Background: an optimization exercise with open tools, aiming at small area and a short achievable clock period. Do not read the settings as production practice.
In this exercise RTL edits were held to simulation tests only and were not proved equivalent to the original.
Power figures rest on the tool's default switching activity, not on a simulated workload.

==> flow/design.v, too long to show whole: its modules and the start of the top module <==
// module hdl_cpu: 158 lines
// module memory_io: 48 lines
// module interrupt_controller: 81 lines
// module hazard_control_unit: 96 lines
// module timer: 34 lines
// module datapath: 368 lines
// module register_file: 47 lines
// module inst_word_sel_mux: 18 lines
// module fetch: 34 lines
// module prog_cntr_input_sel_mux: 32 lines
// module program_counter: 35 lines
// module if_id: 29 lines
// module decode: 71 lines
// module decode_logic: 499 lines
// module branch_resolution_logic: 69 lines
// module alu_forwarding_logic: 770 lines
// module id_ex_data_input_mux: 21 lines
// module id_ex: 91 lines
// module execute: 70 lines
// module alu_input_mux: 18 lines
// module alu: 59 lines
// module adder: 31 lines
// module multiplier: 27 lines
// module multiplier_core: 157 lines
// module bit_shifter: 31 lines
// module bitwise_logic_unit: 29 lines
// module ex_mem_data_input_mux: 32 lines
// module flags_register: 18 lines
// module memory_forwarding_logic: 566 lines
// module ex_mem: 90 lines
// module memory: 145 lines
// module mem_addr_sel_mux: 28 lines
// module mem_str_data_sel_mux: 18 lines
// module mem_wb_data_input_mux: 21 lines
// module sfr_file: 151 lines
// module sfr_sel_mux: 12 lines
// module mem_wb: 40 lines
module hdl_cpu(
	input clock,
	input nreset,
	output [13:0] prog_mem_addra,
	input [31:0] prog_mem_douta,
	input [7:0] prog_mem_doutb,
	output [15:0] addr_in,
	output [11:0] data_in,
	output main_mem_wen,
	input [7:0] main_mem_dout,
	output fb_wena,
	input [11:0] fb_douta,
	output call_stk_wen,
	output [7:0] call_stk_addr,
	output [13:0] call_stk_din,
	input [13:0] call_stk_dout,
	input vblank_int,
	input [7:0] prta_in,
	output [7:0] led,
	output [7:0] prta_out,
	output [7:0] prtb_out
);
  // ...
==> flow/run.sh <==
#!/bin/bash
# synth_recipe.tcl (not shown) runs the flow's synth.tcl, then flattens the netlist and writes it again
# the make line also repeats each setting of config.mk as NAME=value (left out here)
make -C /OpenROAD-flow-scripts/flow DESIGN_CONFIG=/design/flow/config.mk WORK_HOME=/design/flow/orfs CLKGATE_MAP_FILE= SYNTH_SCRIPT=/design/flow/synth_recipe.tcl finish
==> flow/config.mk <==
export PLATFORM = sky130hd
export DESIGN_NAME = hdl_cpu
export DESIGN_NICKNAME = hdl_cpu
export VERILOG_FILES = /design/flow/design.v
export SDC_FILE = /design/flow/constraint.sdc
export NUM_CORES = 4
export LEC_CHECK = 0
export CAP_MARGIN = 20
export CORE_MARGIN = 2
export CORE_UTILIZATION = 40
export SLEW_MARGIN = 20
==> flow/constraint.sdc <==
create_clock -name core_clock -period 20.0 [get_ports {clock}]
set_input_delay 4.0000 -clock core_clock [delete_from_list [all_inputs] [get_ports {clock}]]
set_output_delay 4.0000 -clock core_clock [all_outputs]
set_load 0.01 [all_outputs]
==> impl_metrics.ini, run 1 <==
[place]
place_area_sq_um = 51800
dp.cells = 6909

[clock_network]
cts_buffers = 103
tritoncts = done
clock_path_buffers = 3

[power_and_ir_drop]
power_frac_seq = 0.469
top_power_group = clock
p_total_uw = 4340

[final_layout]
layout.area.top_class = multi-input combinational cells
multi_input_comb_cells = 3910
multi_input_area_share = 0.456
insertedDiodeCount = 3

[critical_path]
path_common_cell = sky130_fd_sc_hd__buf_4
critical_path.max_fanout = 120
worstPathBufferInverterCount = 4

[run_status]
outcome = complete, no violations

[drt]
detail_route.drc_violations = 0
detailed_router_iteration_count_before_antenna_repair = 10
total_length_of_routed_met2_wires_um = 99400
final_antenna_net_count = 0
detail_route.wirelength.met1_um = 91800

[yosys]
yosysSeqAreaShare = 0.440
synth_area_per_cell_sq_um = 8.99

[timing]
grt_setup_unrepaired = no
worst_slew_margin_rel = 0.178

[global_route]
grt.met2_usage = 0.548
==> module datapath, before the edit <==
module datapath(
	input clock,
	input nreset,
	input nreset_d,
	output [23:0] sfr_ctrl_next,
	output [10:0] if_id_inst_low,
	output [2:0] alu_flags_out,
	output [7:0] mem_wb_opcode,
	output mem_wb_reti_bit,
	output [15:0] memwb_data,
	output [1:0] reg_file_wen_ext,
	output [13:0] prog_cntr_val,
	input [31:0] mem_fetch_instruction,
	output main_mem_en,
	output prog_mem_en,
	output fb_en,
	output call_stk_en,
	output mem_wen,
	output [15:0] mem_addr,
	output [7:0] call_stk_addr,
	output [11:0] write_data,
	input [11:0] read_data,
	output [13:0] call_stk_write_data,
	input [13:0] call_stk_read_data,
	input stall_fetch,
	input take_branch,
	input stall_decode,
	input [3:0] hazard_prog_cntr_sel,
	input inst_word_sel,
	input [31:0] hazard_inst_word,
	input [13:0] prog_cntr_int_addr,
	output stall_fetch_req,
	output stall_decode_req,
	output halt,
	output take_branch_target,
	output illegal_opcode_exception,
	output return_in_pipeline,
	input [71:0] sfr_file_in,
	output [111:0] sfr_file_out
);
	wire [1:0] reg_file_wen;
	wire [1:0] reg_file_wen_exmem;
	wire [15:0] execute_data_out;
	wire [15:0] memory_data_out;
	wire [1:0] reg_file_ren;
	wire [15:0] reg_file_rd_data;
	wire [15:0] reg_file_wr_data;
	wire [9:0] reg_file_rd_addr;
	wire [9:0] reg_file_wr_addr;
	register_file reg_file(
		.clock(clock),
		.nreset(nreset),
		.wr_en(reg_file_wen_exmem),
		.rd_en(reg_file_ren),
		.wr_addr(reg_file_wr_addr),
		.rd_addr(reg_file_rd_addr),
		.data_in(reg_file_wr_data),
		.data_out(reg_file_rd_data)
	);
	wire [31:0] if_id_inst;
	inst_word_sel_mux fetch_inst_word_sel_mux(
		.sel(inst_word_sel),
		.mem_inst_word(mem_fetch_instruction),
		.hazard_unit_inst_word(hazard_inst_word),
		.inst_word_out(if_id_inst)
	);
	wire [13:0] fetch_return_address;
	wire [13:0] ret_addr_wb;
	fetch fetch_stage(
		.clock(clock),
		.nreset(nreset),
		.stall(stall_fetch),
		.take(take_branch),
		.prog_mem_fetch_read_addr(prog_cntr_val),
		.prog_cntr_input_sel(hazard_prog_cntr_sel),
		.branch_target_address(if_id_inst_out[31:18]),
		.interrupt_branch_addr(prog_cntr_int_addr),
		.ret_addr_mem(ret_addr_wb),
		.ret_addr_out(fetch_return_address)
	);
	wire [31:0] if_id_inst_out;
	wire [13:0] if_id_ret_addr;
	wire stall_ifid;
	assign stall_ifid = stall_fetch & ~inst_word_sel;
	if_id if_id_register(
		.clock(clock),
		.nreset(nreset),
		.stall(stall_ifid),
		.take(take_branch),
		.instruction_in(if_id_inst),
		.instruction_out(if_id_inst_out),
		.return_addr_in(fetch_return_address),
		.return_addr_out(if_id_ret_addr)
	);
	assign reg_file_rd_addr = if_id_inst_out[17:8];
	wire [31:0] id_ex_instruction_out;
	wire [31:0] ex_mem_instruction_out;
	wire [31:0] mem_wb_instruction_out;
	wire [2:0] alu_flags;
	wire [4:0] alu_top_sel;
	wire [4:0] alu_bot_sel;
	wire [1:0] ex_mem_data_input_sel_dec;
	wire mem_wen_dec;
	wire main_mem_en_dec;
	wire fb_en_dec;
	wire call_stk_en_dec;
	wire prog_mem_en_dec;
	wire [6:0] mem_ptr_ctl_dec;
	wire [1:0] reg_file_wen_dec;
	wire [1:0] sfr_wren_dec;
	wire [15:0] id_ex_data;
	decode decode_stage(
		.clock(clock),
		.nreset(nreset),
		.reg_file_ren(reg_file_ren),
		.reg_file_data_top(reg_file_rd_data[15:8]),
		.reg_file_data_bot(reg_file_rd_data[7:0]),
		.take_branch_target(take_branch_target),
		.instruction_word(if_id_inst_out),
		.id_ex_instruction(id_ex_instruction_out),
		.ex_mem_instruction(ex_mem_instruction_out),
		.alu_flags(alu_flags),
		.alu_top_sel(alu_top_sel),
		.alu_bot_sel(alu_bot_sel),
		.ex_mem_data_input_sel(ex_mem_data_input_sel_dec),
		.mem_wen(mem_wen_decode),
		.main_memory_en(main_mem_en_dec),
		.fb_en(fb_en_dec),
		.call_stack_en(call_stk_en_dec),
		.prog_mem_en(prog_mem_en_dec),
		.mem_ptr_ctl(mem_ptr_ctl_dec),
		.reg_file_wen(reg_file_wen_dec),
		.sfr_file_wren(sfr_wren_dec),
		.id_ex_data_top(id_ex_data[15:8]),
		.id_ex_data_bot(id_ex_data[7:0]),
		.stall_fetch(stall_fetch_req),
		.stall_decode(stall_decode_req),
		.halt(halt),
		.illegal_opcode_exception(illegal_opcode_exception),
		.return_in_pipeline(return_in_pipeline)
	);
	wire [4:0] alu_top_sel_out;
	wire [4:0] alu_bot_sel_out;
	wire mem_wen_id_ex;
	wire main_mem_en_idex;
	wire fb_en_idex;
	wire call_stk_en_idex;
	wire prog_mem_en_idex;
	wire [6:0] mem_ptr_ctl_idex;
	wire call_stk_addr_sel_idex;
	wire stk_addr_sel_idex;
	wire [1:0] ex_mem_data_input_sel_idex;
	wire [1:0] reg_file_wen_idex;
	wire [1:0] sfr_wren_idex;
	wire [15:0] id_ex_data_out;
	wire [13:0] ret_addr_idex;
	id_ex id_ex_register(
		.clock(clock),
		.nreset(nreset),
		.stall(stall_decode),
		.alu_top_select_in(alu_top_sel),
		.alu_top_select_out(alu_top_sel_out),
		.alu_bot_select_in(alu_bot_sel),
		.alu_bot_select_out(alu_bot_sel_out),
		.id_ex_top_in(id_ex_data[15:8]),
		.id_ex_top_out(id_ex_data_out[15:8]),
		.id_ex_bot_in(id_ex_data[7:0]),
		.id_ex_bot_out(id_ex_data_out[7:0]),
		.instruction_in(if_id_inst_out),
		.instruction_out(id_ex_instruction_out),
		.mem_wen_in(mem_wen_decode),
		.mem_wen_out(mem_wen_id_ex),
		.main_memory_enable_in(main_mem_en_dec),
		.main_memory_enable_out(main_mem_en_idex),
		.frame_buffer_enable_in(fb_en_dec),
		.frame_buffer_enable_out(fb_en_idex),
		.call_stack_enable_in(call_stk_en_dec),
		.call_stack_enable_out(call_stk_en_idex),
		.prog_mem_enable_in(prog_mem_en_dec),
		.prog_mem_enable_out(prog_mem_en_idex),
		.mem_ptr_ctl_in(mem_ptr_ctl_dec),
		.mem_ptr_ctl_out(mem_ptr_ctl_idex),
		.stk_addr_sel_in(mem_ptr_ctl_dec[1]),
		.stk_addr_sel_out(stk_addr_sel_idex),
		.call_stk_addr_sel_in(mem_ptr_ctl_dec[2]),
		.call_stk_addr_sel_out(call_stk_addr_sel_idex),
		.ex_mem_data_input_sel_in(ex_mem_data_input_sel_dec),
		.ex_mem_data_input_sel_out(ex_mem_data_input_sel_idex),
		.reg_file_wen_in(reg_file_wen_dec),
		.reg_file_wen_out(reg_file_wen_idex),
		.sfr_file_wren_in(sfr_wren_dec),
		.sfr_file_wren_out(sfr_wren_idex),
		.call_addr_in(if_id_ret_addr),
		.call_addr_out(ret_addr_idex)
	);
	wire [15:0] ex_mem_data_out;
	wire [7:0] alu_opa_next;
	wire [7:0] alu_opb_next;
	alu_input_mux alu_mux_next(
		.alu_input_sel_top(alu_top_sel),
		.alu_input_sel_bot(alu_bot_sel),
		.id_ex_data_top(id_ex_data[15:8]),
		.id_ex_data_bot(id_ex_data[7:0]),
		.ex_mem_top(execute_data_out[15:8]),
		.ex_mem_bot(execute_data_out[7:0]),
		.mem_wb_top(memory_data_out[15:8]),
		.mem_wb_bot(memory_data_out[7:0]),
		.alu_data_input_top(alu_opa_next),
		.alu_data_input_bot(alu_opb_next)
	);
	reg [7:0] alu_opa;
	reg [7:0] alu_opb;
	always @ (posedge clock)
	begin
		if(nreset == 1'b0 || stall_decode == 1'b1)
		begin
			alu_opa <= 8'h00;
			alu_opb <= 8'h00;
		end
		else
		begin
			alu_opa <= alu_opa_next ^ {8{if_id_inst_out[20]}};
			alu_opb <= alu_opb_next;
		end
	end
	wire [4:0] sfr_input_sel_ex;
	wire [4:0] mem_str_data_sel_top_ex;
	wire [4:0] mem_str_data_sel_bot_ex;
	wire [3:0] mem_wb_data_sel_top_ex;
	wire [6:0] mem_wb_data_sel_bot_ex;
	execute execute_stage(
		.clock(clock),
		.nreset(nreset),
		.alu_opa(alu_opa),
		.alu_opb(alu_opb),
		.data_in_top(id_ex_data_out[15:8]),
		.data_in_bot(id_ex_data_out[7:0]),
		.instruction(id_ex_instruction_out),
		.ex_mem_data_input_sel(ex_mem_data_input_sel_idex),
		.flags_out(alu_flags),
		.ex_mem_operation(ex_mem_instruction_out),
		.mem_wb_operation(mem_wb_instruction_out),
		.ex_mem_data_top(ex_mem_data_out[15:8]),
		.ex_mem_data_bot(ex_mem_data_out[7:0]),
		.mem_wb_data_top(mem_wb_data_out[15:8]),  
		.mem_wb_data_bot(mem_wb_data_out[7:0]),
		.data_out_top(execute_data_out[15:8]),
		.data_out_bot(execute_data_out[7:0]),
		.sfr_input_sel(sfr_input_sel_ex),
		.mem_str_data_sel_top(mem_str_data_sel_top_ex),
		.mem_str_data_sel_bot(mem_str_data_sel_bot_ex),
		.mem_wb_data_sel_top(mem_wb_data_sel_top_ex),
		.mem_wb_data_sel_bot(mem_wb_data_sel_bot_ex)
	);
	wire [6:0] mem_ptr_ctl_exmem;
	wire call_stk_addr_sel_exmem;
	wire stk_addr_sel_exmem;
	wire [1:0] sfr_wren_exmem;
	wire [4:0] sfr_input_sel_exmem;
	wire [4:0] mem_str_data_sel_top_exmem;
	wire [4:0] mem_str_data_sel_bot_exmem;
	wire [3:0] mem_wb_data_sel_top_exmem;
	wire [6:0] mem_wb_data_sel_bot_exmem;
	ex_mem ex_mem_register(
		.clock(clock),
		.nreset(nreset),
		.data_top_in(execute_data_out[15:8]),
		.data_top_out(ex_mem_data_out[15:8]),
		.data_bot_in(execute_data_out[7:0]),
		.data_bot_out(ex_mem_data_out[7:0]),
		.instruction_in(id_ex_instruction_out),
		.instruction_out(ex_mem_instruction_out),
		.mem_wen_in(mem_wen_id_ex),
		.mem_wen_out(mem_wen),
		.main_memory_enable_in(main_mem_en_idex),
		.main_memory_enable_out(main_mem_en),
		.frame_buffer_enable_in(fb_en_idex),
		.frame_buffer_enable_out(fb_en),
		.call_stack_enable_in(call_stk_en_idex),
		.call_stack_enable_out(call_stk_en),
		.prog_mem_enable_in(prog_mem_en_idex),
		.prog_mem_enable_out(prog_mem_en),
		.mem_ptr_ctl_in(mem_ptr_ctl_idex),
		.mem_ptr_ctl_out(mem_ptr_ctl_exmem),
		.call_stk_addr_sel_in(call_stk_addr_sel_idex),
		.call_stk_addr_sel_out(call_stk_addr_sel_exmem),
		.stk_addr_sel_in(stk_addr_sel_idex),
		.stk_addr_sel_out(stk_addr_sel_exmem),
		.mem_wb_data_sel_top_in(mem_wb_data_sel_top_ex),
		.mem_wb_data_sel_top_out(mem_wb_data_sel_top_exmem),
		.mem_wb_data_sel_bot_in(mem_wb_data_sel_bot_ex),
		.mem_wb_data_sel_bot_out(mem_wb_data_sel_bot_exmem),
		.sfr_file_input_sel_in(sfr_input_sel_ex),
		.sfr_file_input_sel_out(sfr_input_sel_exmem),
		.mem_str_data_sel_top_in(mem_str_data_sel_top_ex),
		.mem_str_data_sel_top_out(mem_str_data_sel_top_exmem),
		.mem_str_data_sel_bot_in(mem_str_data_sel_bot_ex),
		.mem_str_data_sel_bot_out(mem_str_data_sel_bot_exmem),
		.reg_file_wen_in(reg_file_wen_idex),
		.reg_file_wen_out(reg_file_wen_exmem),
		.sfr_file_wren_in(sfr_wren_idex),
		.sfr_file_wren_out(sfr_wren_exmem),
		.call_addr_in(ret_addr_idex),
		.call_addr_out(call_stk_write_data)
	);
	wire [15:0] mem_wb_tm1_data_out;
	memory memory_stage(
		.clock(clock),
		.nreset(nreset),
		.data_in_top(ex_mem_data_out[15:8]),
		.data_in_bot(ex_mem_data_out[7:0]),
		.instruction(ex_mem_instruction_out),
		.mem_wb_data_input_sel_top(mem_wb_data_sel_top_exmem),
		.mem_wb_data_input_sel_bot(mem_wb_data_sel_bot_exmem),
		.sfr_file_input_sel(sfr_input_sel_exmem),
		.mem_ptr_ctl(mem_ptr_ctl_exmem),
		.call_stk_addr_sel(call_stk_addr_sel_exmem),
		.stk_addr_sel(stk_addr_sel_exmem),
		.mem_str_data_input_sel_top(mem_str_data_sel_top_exmem),
		.mem_str_data_input_sel_bot(mem_str_data_sel_bot_exmem),
		.sfr_file_wren(sfr_wren_exmem),
		.data_out_top(memory_data_out[15:8]),
		.data_out_bot(memory_data_out[7:0]),
		.mem_wb_top(mem_wb_data_out[15:8]),
		.mem_wb_bot(mem_wb_data_out[7:0]),
		.mem_wb_tm1_top(mem_wb_tm1_data_out[15:8]),
		.mem_wb_tm1_bot(mem_wb_tm1_data_out[7:0]),
		.address(mem_addr),
		.call_stack_ptr(call_stk_addr),
		.mem_read_data(read_data),
		.mem_write_data(write_data),
		.sfr_file_in(sfr_file_in), 					 
		.sfr_file_out(sfr_file_out),
		.nreset_d(nreset_d),
		.sfr_ctrl_next(sfr_ctrl_next),
		.addr_sel_next(id_ex_instruction_out[19:18]),
		.stk_addr_sel_next(stk_addr_sel_idex),
		.call_stk_addr_sel_next(call_stk_addr_sel_idex),
		.mem_str_data_input_sel_top_next(mem_str_data_sel_top_ex),
		.mem_str_data_input_sel_bot_next(mem_str_data_sel_bot_ex),
		.ex_mem_data_next(execute_data_out)
	);
	wire [15:0] mem_wb_data_out;
	mem_wb mem_wb_register(
		.clock(clock),
		.nreset(nreset),
		.data_top_in(memory_data_out[15:8]),
		.data_top_out(mem_wb_data_out[15:8]),
		.data_bot_in(memory_data_out[7:0]),
		.data_bot_out(mem_wb_data_out[7:0]),
		.data_tm1_top(mem_wb_tm1_data_out[15:8]),
		.data_tm1_bot(mem_wb_tm1_data_out[7:0]),
		.instruction_in(ex_mem_instruction_out),
		.instruction_out(mem_wb_instruction_out),
		.reg_file_wen_in(reg_file_wen_exmem),
		.reg_file_wen_out(reg_file_wen),
		.ret_addr_in(call_stk_read_data), 				 
		.ret_addr_out(ret_addr_wb)
	);
	assign if_id_inst_low = if_id_inst_out[10:0];
	assign alu_flags_out = alu_flags;
	assign reg_file_wr_data = memory_data_out;
	assign memwb_data = mem_wb_data_out;
	assign reg_file_wen_ext = reg_file_wen; 
	assign reg_file_wr_addr = ex_mem_instruction_out[17:8];
	assign mem_wb_opcode = mem_wb_instruction_out[7:0];
	assign mem_wb_reti_bit = mem_wb_instruction_out[20];
endmodule
==> run 2: changes to the inputs <==
--- a/flow/design.v
+++ b/flow/design.v
@@ -467,5 +467,5 @@
 	register_file reg_file(
 		.clock(clock),
-		.nreset(nreset),
+		.nreset(nreset_d),
 		.wr_en(reg_file_wen_exmem),
 		.rd_en(reg_file_ren),
==> flow/flow/run.sh (new file) <==
#!/bin/bash
# Own layout flow: the standard ORFS flow (standard.sh, all steps from
# synthesis to finish) with these changes:
#  - the ports are buffered by sky130_fd_sc_hd__buf_2;
#  - clock tree synthesis uses clkbuf_16 sink clusters of up to 20 flip-flops
#    and inserts no dummy loads;
#  - timing repair aims for 14.5 ns of setup slack (the standard flow allows up
#    to 5 ns); the constraints (constraint.sdc) are not changed;
#  - core utilization 50 %.
# make's full output goes to flow_make.log in this folder; ORFS writes each
# step's own log under orfs/logs/.
set -euo pipefail
bash standard.sh \
  CORE_UTILIZATION=50 \
  SETUP_SLACK_MARGIN=14.5 \
  BUFFER_PORTS_ARGS="-buffer_cell sky130_fd_sc_hd__buf_2" \
  CTS_ARGS="-sink_clustering_enable -repair_clock_nets -dont_use_dummy_load -buf_list sky130_fd_sc_hd__clkbuf_16 -sink_clustering_size 20 -sink_clustering_max_diameter 80" \
  finish > flow_make.log 2>&1
==> flow/standard.sh (new file) <==
#!/bin/bash
# synth_recipe.tcl (not shown) runs the flow's synth.tcl, then flattens the netlist and writes it again
# the make line also repeats each setting of config.mk as NAME=value (left out here)
make -C /OpenROAD-flow-scripts/flow DESIGN_CONFIG=/design/flow/config.mk WORK_HOME=/design/flow/orfs CLKGATE_MAP_FILE= SYNTH_SCRIPT=/design/flow/synth_recipe.tcl "${@:-finish}"
removed: flow/run.sh
==> run 2 against run 1 <==
Fmax up 24%. Critical path type is now register to register. Critical endpoint is now pipeline.fetch_stage.prog_cntr.value[0]. Largest cell class unchanged. Largest power group is now sequential cells. Die area down 20%. Routed wire length down 5.2%. Sequential share of layout area up 2.4 points. Worst hold slack better by 0.010 ns. Clock skew up 0.054 ns.
==> impl_metrics.ini, run 2 <==
[place]
place_area_sq_um = 50100
dpl.hpwl_um = 162000
place_congestion = 1.13
port-buffer-count = 175
dp_worst_setup_slack_ns = 13.42

[final_layout]
fillCellCount = 8766
flow.area_growth_from_synthesis_pct = 9.63
reg.largest.list = pipeline.memory_stage.sf_reg_file.sfr_array (256), pipeline.reg_file.reg_file (256), hardware_timer.timer_value (64)
final_core_utilization = 0.552
insertedDiodeCount = 0
mostFrequentLayoutCell = sky130_fd_sc_hd__dfxtp_1
most-common-layout-cells = 657 x sky130_fd_sc_hd__dfxtp_1, 525 x sky130_fd_sc_hd__nand2_1, 493 x sky130_fd_sc_hd__nor2_1
layout.cell_area.non_filler_sq_um = 52300
final_net_count = 5481
share_of_layout_cells_above_drive_strength_1 = 0.117

[yosys]
netlist-cell-type-count = 110
synth_seq_cells = 931
cell_with_the_most_instances_after_synthesis = sky130_fd_sc_hd__dfxtp_1
synth_fp_nets = 5449
synth_area_sq_um = 47700
synth_top_area_share = 0.283
yosysSeqAreaShare = 0.444
yosys_warnings = 35
post-synth-top-area-cell = sky130_fd_sc_hd__dfxtp_1
yosys-top-cells-count = 675 x sky130_fd_sc_hd__dfxtp_1, 529 x sky130_fd_sc_hd__nand2_1, 508 x sky130_fd_sc_hd__nor2_1, 306 x sky130_fd_sc_hd__o22ai_1, 304 x sky130_fd_sc_hd__clkbuf_1
synth_area_per_cell_sq_um = 9.05
synth_edf_count = 256
yosys-top-cells-area = sky130_fd_sc_hd__dfxtp_1 28%, sky130_fd_sc_hd__edfxtp_1 16%, sky130_fd_sc_hd__a22oi_1 4.3%
synth_flop_cell = sky130_fd_sc_hd__dfxtp_1
async_flop_share = 0
postSynthCellCount = 5272

[critical_path]
timing.critical_path.from = pipeline.alu_opa[7]
crit_path_top_delay_cell = sky130_fd_sc_hd__fa_1
r2r_path_end = pipeline.fetch_stage.prog_cntr.value[0]
timing.reg2reg.worst_path_depth = 21
rr_startpoint = pipeline.alu_opa[7]
worst_path_largest_cell_delay_ns = 0.53
critical_path.max_fanout = 7
critPathKind = register to register
crit_required_ns = 20.63
cp_data_arrival_time_ns = 6.18
timing.critical_path.from_type = register
path_common_cell = sky130_fd_sc_hd__fa_1
path_cells = inv_6 > nor2_4 > fa_1 > fa_1 > inv_2 > fa_1 > inv_2 > fa_1 > ha_4 > o21a_1 > o21ai_2 > a221o_1 > a211o_1 > a21oi_4 > a311oi_2 > xor2_2 > o311ai_4 > buf_6 > nand2_4 > or4_4 > a41oi_2
r2r_slack_ns = 14.45
critPathCapture = pipeline.fetch_stage.prog_cntr.value[0]
worst_setup_end_kind = register

[floorplanning]
rows = 113
effective_utilization_at_floorplan = 0.504
floorplan.die.width_um = 313
core-area_sq_um = 94700
top_level_ports = 176
floorplan.die_area_sq_um = 97900
floorplan.die.height_um = 313

[timing]
worst_pin_slew_ns = 1.24
grt_setup_unrepaired = yes
report.final.setup_viol = 0
timing_max_transition_violations_final = 0
maxClockFrequency_mhz = 180
timing_hold_violations_final = 0
post-route-period-util = 0.278
setup_tns_ns = 0
final_period_minus_worst_setup_slack_ns = 5.55
clock_skew_ns = 0.0789
setup_ws_ns = 14.45
worst_slew_margin_rel = 0.168

[drt]
dr_total_vias = 46869
wl_per_cell_um = 34.6
drt-initial-drc-count = 8488
finalWirelength_um = 227000
final_antenna_net_count = 0
detail_route.drc_violations = 0
detailed_router_iteration_count_before_antenna_repair = 9
routed_via_density = 7.14

[global_route]
first_pass_grt_wire_length_um = 316000
grt_usage = 0.444
number_of_global_route_vias_before_repair = 42705
grt_max_degree = 72
antenna_found_initial = 8
global_route.overflow_total = 0

[power_and_ir_drop]
irDropWorstVdd_mv = 0.0799
static-leakage-power_uw = 0.0181
cellPowerDensity_nw_per_um2 = 65.7

[run_status]
outcome = complete, no violations

[clock_network]
insertion_delay_ns = 0.74
cts_htree_levels = 2
clkSlewWorstSetupHoldPaths_ns = 0.09
clock_sinks = 931
cts_root_buffer = sky130_fd_sc_hd__clkbuf_16
clock_path_buffers = 3
tritoncts = done
cts_buffers = 57

[hold_path]
hold_path_stages = 1
worst_hold_path_type = register to register

[flow_run]
timing.max_cap.violations = 0
run 2: cell type report:
class	count	area, sq um	area share
sequential	931	21200	0.406
tap	1265	1580	0.0303
timing repair buffer	341	2250	0.0430
clock buffer	57	1430	0.0273
inverter	119	495	0.00947
multi-input combinational	3854	25300	0.484
run 2: how the worst min path moves through the flow:
stage                                                          endpoint                                         start
after floorplan                pipeline.id_ex_register.stk_addr_sel_out   pipeline.if_id_register.instruction_out[18]
after global placement        pipeline.ex_mem_register.call_addr_out[3]      pipeline.id_ex_register.call_addr_out[3]
after detailed placement      pipeline.ex_mem_register.call_addr_out[6]      pipeline.id_ex_register.call_addr_out[6]
after CTS                    pipeline.ex_mem_register.call_addr_out[11]     pipeline.id_ex_register.call_addr_out[11]
after global routing      pipeline.ex_mem_register.sfr_file_wren_out[0]  pipeline.id_ex_register.sfr_file_wren_out[0]
final                      pipeline.ex_mem_register.prog_mem_enable_out   pipeline.id_ex_register.prog_mem_enable_out
run 2: cell families after synthesis:
logic type,count (synthesis),synth area share
compound gates,1628,0.241
fa+ha+maj,92,0.0301
buf+inv,489,0.0403
simple gates,1858,0.187
xor+xnor,214,0.0402
flops,931,0.444
mux,60,0.0170
run 2: layer usage:
metal,vias up,GRT usage,wire [um]
met4,10,0.271,18100
met1,22557,0.578,84600
met2,3682,0.652,94200
met5,-,0,78
li1,19787,-,-
met3,833,0.131,29900
run 2: metrics by stage:
stage / hold slack [ns] / total power [uW] / instances
6_report: 0.435 / 3440 / 6567
4_1_cts: 0.438 / 3410 / 6549
3_5_place_dp: 0.418 / 2300 / 6472
3_3_place_gp: 0.414 / 2300 / 6472
5_1_grt: 0.448 / 3510 / 6567
2_1_floorplan: 0.407 / 2180 / 5272
run 2: power breakdown:
part / leakage (uW) / switching (uW) / internal, uW
logic: 0.00929 / 167 / 80.8
registers: 0.00812 / 64.5 / 1970
clock network: 0.000702 / 658 / 502
run 2: timing repair:
action	4_1_cts	5_1_grt
setup endpoints to repair	58	75
buffers inserted	20	11
resized for setup	56	61
cloned	0	6
pin swaps	14	17
hold buffers	0	0
run 2: critical path: cells and delay by family (launching register included):
| kind | cells | cell delay [ns] |
|---|---|---|
| AND/OR/NAND/NOR | 3 | 0.63 |
| flip-flops | 1 | 0.37 |
| XOR/XNOR | 1 | 0.21 |
| AO/OA/AOI/OAI | 8 | 1.60 |
| adder cells (fa/ha/maj) | 5 | 2.31 |
| buffers and inverters | 4 | 0.34 |
==> run 3: changes to the inputs <==
--- a/flow/flow/run.sh
+++ b/flow/flow/run.sh
@@ -5,5 +5,5 @@
 #  - clock tree synthesis uses clkbuf_16 sink clusters of up to 20 flip-flops
 #    and inserts no dummy loads;
-#  - timing repair aims for 14.5 ns of setup slack (the standard flow allows up
+#  - timing repair aims for 14.6 ns of setup slack (the standard flow allows up
 #    to 5 ns); the constraints (constraint.sdc) are not changed;
 #  - core utilization 50 %.
@@ -13,5 +13,5 @@
 bash standard.sh \
   CORE_UTILIZATION=50 \
-  SETUP_SLACK_MARGIN=14.5 \
+  SETUP_SLACK_MARGIN=14.6 \
   BUFFER_PORTS_ARGS="-buffer_cell sky130_fd_sc_hd__buf_2" \
   CTS_ARGS="-sink_clustering_enable -repair_clock_nets -dont_use_dummy_load -buf_list sky130_fd_sc_hd__clkbuf_16 -sink_clustering_size 20 -sink_clustering_max_diameter 80" \
==> run 3 against run 2 <==
Critical path depth is 1 lower. Critical path type unchanged. Clock skew increased by 0.031 ns. Critical endpoint unchanged. Cell area is 0.31% higher. Highest routed layer unchanged. Final cell count is 0.11% higher. Clock power about the same. Die area is the same. Synthesized cell count unchanged. First-iteration DRC count down 9.0%. Combinational power about the same.
==> impl_metrics.ini, run 3 <==
[run_status]
outcome = complete, no violations

[yosys]
synth_top_area_share = 0.283
post-synth-top-area-cell = sky130_fd_sc_hd__dfxtp_1
netlist-cell-type-count = 110
yosys_warnings = 35
synth_area_per_cell_sq_um = 9.05
synth_fp_nets = 5449
postSynthCellCount = 5272
async_flop_share = 0
synth_flop_cell = sky130_fd_sc_hd__dfxtp_1
yosys-top-cells-count = 675 x sky130_fd_sc_hd__dfxtp_1, 529 x sky130_fd_sc_hd__nand2_1, 508 x sky130_fd_sc_hd__nor2_1, 306 x sky130_fd_sc_hd__o22ai_1, 304 x sky130_fd_sc_hd__clkbuf_1
yosys-top-cells-area = sky130_fd_sc_hd__dfxtp_1 28%, sky130_fd_sc_hd__edfxtp_1 16%, sky130_fd_sc_hd__a22oi_1 4.3%
synth_seq_cells = 931
synth_edf_count = 256
synth_area_sq_um = 47700
cell_with_the_most_instances_after_synthesis = sky130_fd_sc_hd__dfxtp_1
yosysSeqAreaShare = 0.444

[floorplanning]
floorplan.die.height_um = 313
floorplan.die_area_sq_um = 97900
rows = 113
floorplan.die.width_um = 313
top_level_ports = 176
effective_utilization_at_floorplan = 0.504
core-area_sq_um = 94700

[final_layout]
share_of_layout_cells_above_drive_strength_1 = 0.122
fillCellCount = 8613
final_cell_count_no_fill = 6574
reg.largest.list = pipeline.memory_stage.sf_reg_file.sfr_array (256), pipeline.reg_file.reg_file (256), hardware_timer.timer_value (64)
most-common-layout-cells = 649 x sky130_fd_sc_hd__dfxtp_1, 525 x sky130_fd_sc_hd__nand2_1, 489 x sky130_fd_sc_hd__nor2_1
final_net_count = 5485
flow.area_growth_from_synthesis_pct = 9.97
mostFrequentLayoutCell = sky130_fd_sc_hd__dfxtp_1

[place]
port-buffer-count = 175
dp.cells = 6473
dp_worst_setup_slack_ns = 13.61
place_congestion = 1.09
dpl.hpwl_um = 163000

[timing]
timing_hold_violations_final = 0
setup_ws_ns = 14.32
final_period_minus_worst_setup_slack_ns = 5.68
report.final.setup_viol = 0
post-route-period-util = 0.284
maxClockFrequency_mhz = 176
setup_tns_ns = 0
clock_skew_ns = 0.110
worst_slew_margin_rel = 0.179
worst_pin_slew_ns = 1.23
hold_slack_ns = 0.437
timing_max_transition_violations_final = 0
grt_setup_unrepaired = yes

[clock_network]
cts_root_buffer = sky130_fd_sc_hd__clkbuf_16
clock_path_buffers = 3
cts_htree_levels = 2
postCtsHoldBufs = 0
tritoncts = done
cts_buffers = 57
clkSlewWorstSetupHoldPaths_ns = 0.09
clock_sinks = 931
insertion_delay_ns = 0.74

[hold_path]
hold_path.startpoint = pipeline.id_ex_register.call_stack_enable_out
worst_hold_path_type = register to register
hold_path_stages = 1
worst_hold_endpoint = pipeline.ex_mem_register.call_stack_enable_out

[critical_path]
path_cells = inv_1 > nor2_1 > ha_1 > fa_1 > inv_1 > fa_1 > inv_1 > fa_1 > ha_4 > nor4_1 > a221o_1 > a211o_1 > a21oi_4 > a311oi_4 > xor2_2 > o311ai_4 > buf_12 > nand2_4 > or4_4 > a41oi_2
worst_setup_end_kind = register
critPathKind = register to register
timing.critical_path.from_type = register
worst_path_largest_cell_delay_ns = 0.54
timing.reg2reg.worst_path_depth = 20
rr_startpoint = pipeline.alu_opb[5]
crit_required_ns = 20.59
r2r_path_end = pipeline.fetch_stage.prog_cntr.value[0]
cp_data_arrival_time_ns = 6.28
critical_path.max_fanout = 8
r2r_slack_ns = 14.32
crit_path_top_delay_cell = sky130_fd_sc_hd__fa_1

[drt]
wl_per_cell_um = 34.6
total_length_of_routed_met2_wires_um = 93900
top_layer = met5
detail_route.drc_violations = 0
routed_via_density = 7.12
drt-initial-drc-count = 7723
final_antenna_net_count = 0
detail_route.wirelength.met1_um = 84700
detailed_router_iteration_count_before_antenna_repair = 11
finalWirelength_um = 228000
dr_total_vias = 46812
met3RoutedLength_um = 30800

[global_route]
grt_max_degree = 108
number_of_global_route_vias_before_repair = 42758
first_pass_grt_wire_length_um = 319000
global_route.overflow_total = 0
grt_usage = 0.448
antenna_found_initial = 2

[power_and_ir_drop]
cellPowerDensity_nw_per_um2 = 65.6
irDropWorstVdd_mv = 0.0671
static-leakage-power_uw = 0.0182

[flow_run]
timing.max_cap.violations = 0
[run 3: cell counts after synthesis]
No cell type changed its count.
[run 3: worst max-delay path by stage]
stage | to | from | slack (ns) | cells after the start
6_report | pipeline.fetch_stage.prog_cntr.value[0] | pipeline.alu_opb[5] | 14.32 | 20
5_1_grt | pipeline.fetch_stage.prog_cntr.value[0] | pipeline.alu_opb[5] | 14.14 | 20
4_1_cts | pipeline.fetch_stage.prog_cntr.value[0] | pipeline.alu_opa[6] | 14.51 | 21
3_5_place_dp | pipeline.fetch_stage.prog_cntr.value[13] | pipeline.alu_opa[5] | 13.61 | 20
3_3_place_gp | pipeline.if_id_register.instruction_out[12] | pipeline.alu_opa[5] | 13.51 | 19
2_1_floorplan | pipeline.fetch_stage.prog_cntr.value[0] | pipeline.alu_opa[5] | 14.58 | 20
[run 3: critical path, delay by kind of cell, from the launching register on]
family | cells | cell delay, ns
fa+ha+maj | 5 | 2.04
compound gates | 6 | 1.40
simple gates | 4 | 1.09
buf+inv | 4 | 0.57
flops | 1 | 0.35
xor+xnor | 1 | 0.17
[run 3: layout make-up]
cell class / count / area [sq um] / share of cell area
Antenna cell: 3 / 7.51 / 0.000143
Multi-Input combinational cell: 3856 / 25400 / 0.484
Tap cell: 1265 / 1580 / 0.0302
Inverter: 119 / 505 / 0.00963
Timing Repair Buffer: 343 / 2290 / 0.0437
Clock buffer: 57 / 1430 / 0.0272
Sequential cell: 931 / 21300 / 0.405
[run 3: logic make-up (layout without fill, tap and decap cells)]
| logic type | Yosys count | after routing | synth area share |
|---|---|---|---|
| other | 0 | 3 | 0 |
| xor gates and xnor gates | 214 | 214 | 0.0402 |
| adders and majority gates | 92 | 92 | 0.0301 |
| DFF | 931 | 931 | 0.444 |
| buffers and inverters | 489 | 519 | 0.0403 |
| AOI/OAI and AO/OA | 1628 | 1628 | 0.241 |
| muxes | 60 | 60 | 0.0170 |
| and+or+nand+nor | 1858 | 1862 | 0.187 |
[run 3: report_power, final]
part / switching, uW / internal, uW / leakage, uW
logic: 164 / 80.5 / 0.00933
clock network: 658 / 502 / 0.000702
registers: 69.7 / 1970 / 0.00812
total: 892 / 2550 / 0.0182
[run 3: metal layers]
| metal | up-vias | track usage |
|---|---|---|
| met1 | 22642 | 0.581 |
| met3 | 776 | 0.140 |
| met5 | - | 0 |
| met2 | 3610 | 0.651 |
| met4 | 2 | 0.278 |
| li1 | 19782 | - |
[run 3: stage by stage]
step / instance area (sq um) / utilization / total power, uW
after floorplan: 47800 / - / 2180
after global placement: 50100 / 0.529 / 2300
after detailed placement: 50100 / 0.529 / 2300
after CTS: 52100 / 0.550 / 3410
after global routing: 52500 / 0.554 / 3510
final: 52500 / 0.554 / 3440
[run 3: what timing repair did]
item	4_1_cts	5_1_grt
gates resized for setup	69	83
setup endpoints to repair	70	84
buffers inserted	26	8
pin swaps	25	22
gates cloned	4	1
==> run 4: changes to the inputs <==
--- a/flow/flow/run.sh
+++ b/flow/flow/run.sh
@@ -3,5 +3,5 @@
 # synthesis to finish) with these changes:
 #  - the ports are buffered by sky130_fd_sc_hd__buf_2;
-#  - clock tree synthesis uses clkbuf_16 sink clusters of up to 20 flip-flops
+#  - clock tree synthesis uses clkbuf_8 sink clusters of up to 14 flip-flops
 #    and inserts no dummy loads;
 #  - timing repair aims for 14.6 ns of setup slack (the standard flow allows up
@@ -15,4 +15,4 @@
   SETUP_SLACK_MARGIN=14.6 \
   BUFFER_PORTS_ARGS="-buffer_cell sky130_fd_sc_hd__buf_2" \
-  CTS_ARGS="-sink_clustering_enable -repair_clock_nets -dont_use_dummy_load -buf_list sky130_fd_sc_hd__clkbuf_16 -sink_clustering_size 20 -sink_clustering_max_diameter 80" \
+  CTS_ARGS="-sink_clustering_enable -repair_clock_nets -dont_use_dummy_load -buf_list sky130_fd_sc_hd__clkbuf_8 -sink_clustering_size 14 -sink_clustering_max_diameter 65" \
   finish > flow_make.log 2>&1
==> run 4 against run 3 <==
First-iteration DRC count grew 3.8%. Register-to-register slack gained 0.05 ns. Critical path type unchanged. Flip-flop and latch count is the same. Setup slack gained 0.054 ns. Combinational power is essentially flat. Die area is the same. Routed wire length is essentially flat. Still clean on timing, DRC and antenna. Sequential share of layout area grew 0.27 points.
==> impl_metrics.ini, run 4 <==
[final_layout]
final_net_count = 5509
mostFrequentLayoutCell = sky130_fd_sc_hd__dfxtp_1
flow.area_growth_from_synthesis_pct = 9.46
seqCellArea_sq_um = 21300
fillCellCount = 8673
multiInputGateArea_sq_um = 25400
most-common-layout-cells = 637 x sky130_fd_sc_hd__dfxtp_1, 524 x sky130_fd_sc_hd__nand2_1, 492 x sky130_fd_sc_hd__nor2_1
reg.largest.list = pipeline.memory_stage.sf_reg_file.sfr_array (256), pipeline.reg_file.reg_file (256), hardware_timer.timer_value (64)
share_of_layout_cells_above_drive_strength_1 = 0.129
final_core_utilization = 0.551
final_cell_count_no_fill = 6602
layout.cell_area.non_filler_sq_um = 52200

[power_and_ir_drop]
cellPowerDensity_nw_per_um2 = 63.4
static-leakage-power_uw = 0.0181
irDropWorstVdd_mv = 0.0678

[timing]
report.final.setup_viol = 0
hold_slack_ns = 0.395
setup_tns_ns = 0
maxClockFrequency_mhz = 178
worst_slew_margin_rel = 0.120
clock_skew_ns = 0.116
grt_setup_unrepaired = yes
post-route-period-util = 0.281
worst_pin_slew_ns = 1.32
timing_hold_violations_final = 0
timing_max_transition_violations_final = 0
final_period_minus_worst_setup_slack_ns = 5.63

[drt]
detailed_router_iteration_count_before_antenna_repair = 9
detail_route.drc_violations = 0
wl_per_cell_um = 34.5
final_antenna_net_count = 0
routed_via_density = 7.12
drt-initial-drc-count = 8016
dr_total_vias = 47035
finalWirelength_um = 228000

[yosys]
post-synth-top-area-cell = sky130_fd_sc_hd__dfxtp_1
async_flop_share = 0
synth_area_per_cell_sq_um = 9.05
synth_edf_count = 256
postSynthCellCount = 5272
cell_with_the_most_instances_after_synthesis = sky130_fd_sc_hd__dfxtp_1
synth_seq_cells = 931
synth_flop_cell = sky130_fd_sc_hd__dfxtp_1
yosys_warnings = 35
synth_top_area_share = 0.283
synth_area_sq_um = 47700
netlist-cell-type-count = 110
yosys-top-cells-area = sky130_fd_sc_hd__dfxtp_1 28%, sky130_fd_sc_hd__edfxtp_1 16%, sky130_fd_sc_hd__a22oi_1 4.3%
yosysSeqAreaShare = 0.444
yosys-top-cells-count = 675 x sky130_fd_sc_hd__dfxtp_1, 529 x sky130_fd_sc_hd__nand2_1, 508 x sky130_fd_sc_hd__nor2_1, 306 x sky130_fd_sc_hd__o22ai_1, 304 x sky130_fd_sc_hd__clkbuf_1
synth_fp_nets = 5449

[global_route]
first_pass_grt_wire_length_um = 320000
global_route.overflow_total = 0
grt_max_degree = 108
number_of_global_route_vias_before_repair = 42995
grt_usage = 0.450
antenna_found_initial = 9

[critical_path]
path_cells = inv_6 > nor2_4 > fa_1 > fa_1 > inv_2 > fa_1 > inv_1 > fa_1 > ha_4 > o21a_1 > o21ai_2 > a221o_1 > a211o_1 > a21oi_4 > a311oi_4 > xor2_2 > o311ai_4 > buf_12 > nand2_4 > or4_4 > a41oi_2
crit_required_ns = 20.66
timing.critical_path.from_type = register
critPathKind = register to register
rr_startpoint = pipeline.alu_opa[6]
worst_path_largest_cell_delay_ns = 0.53
worst_setup_end_kind = register
timing.critical_path.from = pipeline.alu_opa[6]
path_common_cell = sky130_fd_sc_hd__fa_1
cp_data_arrival_time_ns = 6.29
crit_path_top_delay_cell = sky130_fd_sc_hd__fa_1
critical_path.max_fanout = 6

[hold_path]
worst_hold_path_type = register to register
hold_path.startpoint = pipeline.id_ex_register.frame_buffer_enable_out

[floorplanning]
floorplan.die.width_um = 313
top_level_ports = 176
effective_utilization_at_floorplan = 0.504
core-area_sq_um = 94700
floorplan.die_area_sq_um = 97900
rows = 113
floorplan.die.height_um = 313

[clock_network]
cts_htree_levels = 3
clkSlewWorstSetupHoldPaths_ns = 0.09
clock_path_buffers = 3
cts_buffers = 85
insertion_delay_ns = 0.82
cts_root_buffer = sky130_fd_sc_hd__clkbuf_8
tritoncts = done
postCtsHoldBufs = 0
clock_sinks = 931

[place]
port-buffer-count = 175
dpl.hpwl_um = 163000
dp.cells = 6473
place_congestion = 1.09
place_area_sq_um = 50100

[run_status]
outcome = complete, no violations

[flow_run]
timing.max_cap.violations = 0
## run 4: cell count changes in the layout (fill, tap and decap cells not counted), moves of 4 or more
| cell | change |
|---|---|
| sky130_fd_sc_hd__dfxtp_1 | -12 |
| sky130_fd_sc_hd__diode_2 | +4 |
| sky130_fd_sc_hd__buf_4 | -6 |
| sky130_fd_sc_hd__clkbuf_16 | -58 |
| sky130_fd_sc_hd__clkbuf_8 | +85 |
| sky130_fd_sc_hd__buf_6 | +10 |
| sky130_fd_sc_hd__dfxtp_4 | +10 |
## run 4: layer usage
metal	vias up	GRT usage	share of wire	routed length, um
li1	19819	-	-	-
met3	801	0.138	0.14	31900
met1	22606	0.585	0.37	83800
met4	6	0.272	0.078	17800
met2	3803	0.657	0.41	94200
met5	-	0	0.00022	49
## run 4: kinds of logic (layout without fill, tap and decap cells)
group	after synthesis	in the layout	share of synthesized area
and+or+nand+nor	1858	1862	0.187
DFF	931	931	0.444
muxes	60	60	0.0170
AOI/OAI and AO/OA	1628	1628	0.241
adders and majority gates	92	92	0.0301
buffers and inverters	489	543	0.0403
xor gates and xnor gates	214	214	0.0402
other	0	7	0
## run 4: metrics by stage
step	setup slack, ns	total power (uW)
floorplan	14.58	2180
global placement	13.51	2300
detailed placement	13.61	2300
CTS	14.44	3290
global route	14.18	3380
finish	14.37	3310
## run 4: critical path, delay by kind of cell, from the launching register on
kind,cells,cell delay [ns]
fa+ha+maj,5,2.29
simple gates,3,0.57
flops,1,0.37
compound gates,8,1.71
buf+inv,4,0.35
xor+xnor,1,0.21
## run 4: repair_timing
item	in CTS	in global routing
pin swaps	23	13
setup endpoints to repair	77	79
gates resized for setup	94	72
buffers inserted	24	7
cloned	4	0
## run 4: report_power, final
| part | internal [uW] | switching [uW] | total [uW] |
|---|---|---|---|
| clock | 379 | 654 | 1030 |
| combinational | 80.2 | 163 | 243 |
| sequential | 1970 | 69.6 | 2040 |
## run 4: path summary, 6_finish.rpt
path / to / slack (ns) / cells after the start
setup / recovery: pipeline.fetch_stage.prog_cntr.value[0] / 14.37 / 21
hold / removal: pipeline.ex_mem_register.frame_buffer_enable_out / 0.39 / 1
setup reg to reg: pipeline.fetch_stage.prog_cntr.value[0] / 14.37 / 21
hold reg to reg: pipeline.ex_mem_register.frame_buffer_enable_out / 0.39 / 1
## run 4: area by class of cell
class / instances / share of cell area
multi-input combinational: 3856 / 0.487
sequential: 931 / 0.408
timing repair buffer: 339 / 0.0430
tap: 1265 / 0.0303
clock buffer: 85 / 0.0224
inverter: 119 / 0.00953
antenna: 7 / 0.000335
==> run 5: changes to the inputs <==
--- a/flow/flow/run.sh
+++ b/flow/flow/run.sh
@@ -5,5 +5,5 @@
 #  - clock tree synthesis uses clkbuf_8 sink clusters of up to 14 flip-flops
 #    and inserts no dummy loads;
-#  - timing repair aims for 14.6 ns of setup slack (the standard flow allows up
+#  - timing repair aims for 14.5 ns of setup slack (the standard flow allows up
 #    to 5 ns); the constraints (constraint.sdc) are not changed;
 #  - core utilization 50 %.
@@ -13,5 +13,5 @@
 bash standard.sh \
   CORE_UTILIZATION=50 \
-  SETUP_SLACK_MARGIN=14.6 \
+  SETUP_SLACK_MARGIN=14.5 \
   BUFFER_PORTS_ARGS="-buffer_cell sky130_fd_sc_hd__buf_2" \
   CTS_ARGS="-sink_clustering_enable -repair_clock_nets -dont_use_dummy_load -buf_list sky130_fd_sc_hd__clkbuf_8 -sink_clustering_size 14 -sink_clustering_max_diameter 65" \
==> run 5 against run 4 <==
Still clean on timing, DRC and antenna. Via count decreased by 0.17%. Clock power is essentially flat. Power is 0.38% higher. Non-clock buffer count is 1 higher. Critical path depth is the same. Die area stayed put. Area after synthesis unchanged. Worst hold slack lost 0.018 ns. Synthesized cell count unchanged. Sequential power hardly changed. Critical path type unchanged.
==> impl_metrics.ini, run 5 <==
[run_status]
outcome = complete, no violations

[clock_network]
clock_path_buffers = 3
cts_root_buffer = sky130_fd_sc_hd__clkbuf_8
insertion_delay_ns = 0.80
tritoncts = done
postCtsHoldBufs = 0
cts_htree_levels = 3
clock_sinks = 931
cts_buffers = 86
clkSlewWorstSetupHoldPaths_ns = 0.10

[power_and_ir_drop]
p_total_uw = 3320
irDropWorstVdd_mv = 0.0539
power_frac_seq = 0.611
static-leakage-power_uw = 0.0180
total_switching_power_uw = 893
pwr-share-comb = 0.074
cellPowerDensity_nw_per_um2 = 63.9
p_clk_frac = 0.315
power_report.internal_total_uw = 2430
netSwitchingFraction = 0.269

[yosys]
synth_fp_nets = 5449
synth_edf_count = 256
post-synth-top-area-cell = sky130_fd_sc_hd__dfxtp_1
yosys-top-cells-count = 675 x sky130_fd_sc_hd__dfxtp_1, 529 x sky130_fd_sc_hd__nand2_1, 508 x sky130_fd_sc_hd__nor2_1, 306 x sky130_fd_sc_hd__o22ai_1, 304 x sky130_fd_sc_hd__clkbuf_1
async_flop_share = 0
synth_area_per_cell_sq_um = 9.05
cell_with_the_most_instances_after_synthesis = sky130_fd_sc_hd__dfxtp_1
netlist-cell-type-count = 110
yosys_warnings = 35
yosys-top-cells-area = sky130_fd_sc_hd__dfxtp_1 28%, sky130_fd_sc_hd__edfxtp_1 16%, sky130_fd_sc_hd__a22oi_1 4.3%
yosysSeqAreaShare = 0.444
synth_seq_cells = 931
synth_flop_cell = sky130_fd_sc_hd__dfxtp_1
synth_top_area_share = 0.283
postSynthCellCount = 5272
synth_area_sq_um = 47700

[critical_path]
r2r_slack_ns = 14.43
critPathKind = register to register
timing.reg2reg.worst_path_depth = 21
worst_path_largest_cell_delay_ns = 0.53
timing.critical_path.from_type = register
path_cells = inv_6 > nor2_4 > fa_1 > fa_1 > inv_1 > fa_1 > inv_2 > fa_1 > ha_4 > o21a_1 > o21ai_2 > a221o_1 > a211o_1 > a21oi_4 > a311oi_2 > xor2_2 > o311ai_4 > buf_6 > nand2_4 > or4_4 > a41oi_2
critical_path.max_fanout = 6
rr_startpoint = pipeline.alu_opa[7]
crit_required_ns = 20.68
path_common_cell = sky130_fd_sc_hd__fa_1
worst_setup_end_kind = register
r2r_path_end = pipeline.fetch_stage.prog_cntr.value[0]
cp_data_arrival_time_ns = 6.25
crit_path_top_delay_cell = sky130_fd_sc_hd__or4_4

[final_layout]
final_cell_count_no_fill = 6599
flow.area_growth_from_synthesis_pct = 8.97
mostFrequentLayoutCell = sky130_fd_sc_hd__dfxtp_1
most-common-layout-cells = 652 x sky130_fd_sc_hd__dfxtp_1, 525 x sky130_fd_sc_hd__nand2_1, 494 x sky130_fd_sc_hd__nor2_1
fillCellCount = 8807
final_net_count = 5507
layout.cell_area.non_filler_sq_um = 52000
share_of_layout_cells_above_drive_strength_1 = 0.121
reg.largest.list = pipeline.memory_stage.sf_reg_file.sfr_array (256), pipeline.reg_file.reg_file (256), hardware_timer.timer_value (64)

[timing]
worst_pin_slew_ns = 1.25
timing_hold_violations_final = 0
hold_slack_ns = 0.377
report.final.setup_viol = 0
final_period_minus_worst_setup_slack_ns = 5.57
grt_setup_unrepaired = yes
post-route-period-util = 0.279
timing_max_transition_violations_final = 0
maxClockFrequency_mhz = 179
setup_tns_ns = 0
worst_slew_margin_rel = 0.161
clock_skew_ns = 0.0836

[hold_path]
worst_hold_endpoint = pipeline.ex_mem_register.call_addr_out[13]
hold_path.startpoint = pipeline.id_ex_register.call_addr_out[13]
hold_path_stages = 1
worst_hold_path_type = register to register

[global_route]
antenna_found_initial = 9
global_route.overflow_total = 0
number_of_global_route_vias_before_repair = 42998
first_pass_grt_wire_length_um = 317000
grt_usage = 0.447
grt_max_degree = 72

[floorplanning]
rows = 113
core-area_sq_um = 94700
effective_utilization_at_floorplan = 0.504
floorplan.die.height_um = 313
floorplan.die_area_sq_um = 97900
floorplan.die.width_um = 313
top_level_ports = 176

[flow_run]
timing.max_cap.violations = 0

[place]
place_area_sq_um = 50100
dp.cells = 6472
place_congestion = 1.13
dpl.hpwl_um = 162000
port-buffer-count = 175

[drt]
routed_via_density = 7.12
final_antenna_net_count = 0
finalWirelength_um = 227000
detailed_router_iteration_count_before_antenna_repair = 9
wl_per_cell_um = 34.4
dr_total_vias = 46954
drt-initial-drc-count = 8041
detail_route.drc_violations = 0
==> run 5: cell count changes in the layout (fill, tap and decap cells not counted), moves of 5 or more <==
cell / before / now
sky130_fd_sc_hd__a21oi_2: 32 / 15
sky130_fd_sc_hd__a21oi_1: 230 / 246
sky130_fd_sc_hd__dfxtp_1: 637 / 652
sky130_fd_sc_hd__buf_4: 146 / 156
sky130_fd_sc_hd__dfxtp_4: 21 / 11
sky130_fd_sc_hd__buf_6: 13 / 5
sky130_fd_sc_hd__dfxtp_2: 17 / 12
==> run 5: cell type report <==
type	instances	area, sq um	area share
Sequential cell	931	21300	0.409
Timing Repair Buffer	340	2200	0.0424
Antenna cell	6	15.0	0.000289
Clock buffer	86	1180	0.0228
Tap cell	1265	1580	0.0304
Multi-Input combinational cell	3852	25300	0.486
Inverter	119	498	0.00958
==> run 5: logic make-up after synthesis <==
| kind of cell | Yosys count | synth area share |
|---|---|---|
| AND/OR/NAND/NOR | 1858 | 0.187 |
| flip-flops | 931 | 0.444 |
| multiplexers | 60 | 0.0170 |
| buffers and inverters | 489 | 0.0403 |
| XOR/XNOR | 214 | 0.0402 |
| AO/OA/AOI/OAI | 1628 | 0.241 |
| adder cells (fa/ha/maj) | 92 | 0.0301 |
==> run 5: per-stage QoR <==
| stage | worst slack (ns) | utilization |
|---|---|---|
| floorplan | 14.50 | - |
| global placement | 13.57 | 0.529 |
| detailed placement | 13.42 | 0.529 |
| CTS | 14.51 | 0.546 |
| global route | 14.31 | 0.549 |
| finish | 14.43 | 0.549 |
==> run 5: critical path, delay by kind of cell (launching register included) <==
kind / cells / cell delay [ns]
AOI/OAI and AO/OA: 8 / 1.63
xor gates and xnor gates: 1 / 0.20
adders and majority gates: 5 / 2.28
buffers and inverters: 4 / 0.35
DFF: 1 / 0.37
and+or+nand+nor: 3 / 0.62
==> run 5: how the worst max path moves through the flow <==
stage | from | end | slack, ns
floorplan | fb_douta[6] | pipeline.alu_opa[6] | 14.50
detailed placement | pipeline.alu_opb[2] | pipeline.fetch_stage.prog_cntr.value[12] | 13.42
CTS | pipeline.memory_stage.mem_write_data_q[2] | data_in[2] | 14.51
global placement | pipeline.alu_opb[2] | pipeline.fetch_stage.prog_cntr.value[7] | 13.57
finish | pipeline.alu_opa[7] | pipeline.fetch_stage.prog_cntr.value[0] | 14.43
global route | pipeline.alu_opa[7] | pipeline.fetch_stage.prog_cntr.value[0] | 14.31
==> run 5: repair_timing <==
action | in CTS | in global routing
gates cloned | 0 | 3
endpoints found under the setup margin | 61 | 62
pin swaps | 14 | 2
resized for setup | 60 | 43
buffers inserted | 26 | 6
==> run 5: power groups by stage <==
| stage | registers [uW] | clock network (uW) | logic, uW |
|---|---|---|---|
| floorplan | 2030 | 0 | 154 |
| global placement | 2070 | 0 | 227 |
| detailed placement | 2070 | 0 | 228 |
| CTS | 2030 | 1040 | 232 |
| global route | 2030 | 1100 | 257 |
| finish | 2030 | 1050 | 246 |
==> run 5: layer usage <==
layer  track usage  part of all wire
met1         0.575              0.37
met2         0.652              0.42
met3         0.145              0.14
met4         0.271             0.077
met5        0.0106           0.00090

[what the ideal ports hide]
Ports are ideal in the flow. The routed layouts listed here were re-timed in OpenROAD. Step 1 (the two cells are an assumption about what drives the block):
set clk [get_ports {clock}]
set_driving_cell -lib_cell sky130_fd_sc_hd__clkbuf_16 $clk
set_driving_cell -lib_cell sky130_fd_sc_hd__buf_2 [delete_from_list [all_inputs] $clk]
Step 2 moves the port delays by t, midway between the first and last clock arrival at a register: inputs arrive t later, outputs are due t later. That takes back most of the time a late clock gives input paths. a / b / c = ideal / step 1 / step 2; a / b = the first two.
| run | t (ns) | setup slack, ns | worst setup path at the end |
|---|---|---|---|
| run 1 | 0.780 | 13.129 / 13.183 / 12.403 | input to register |
| run 2 | 0.774 | 14.449 / 14.449 / 13.818 | input to register |
| run 3 | 0.762 | 14.316 / 14.316 / 13.880 | input to register |
| run 4 | 0.832 | 14.370 / 14.370 / 13.825 | input to register |
| run 5 | 0.840 | 14.429 / 14.429 / 13.704 | input to register |
After both steps setup and hold are still met in every run listed. The setup slack of run 1, which loses most, moves by +0.054 ns with the drivers and by -0.726 ns with both steps.
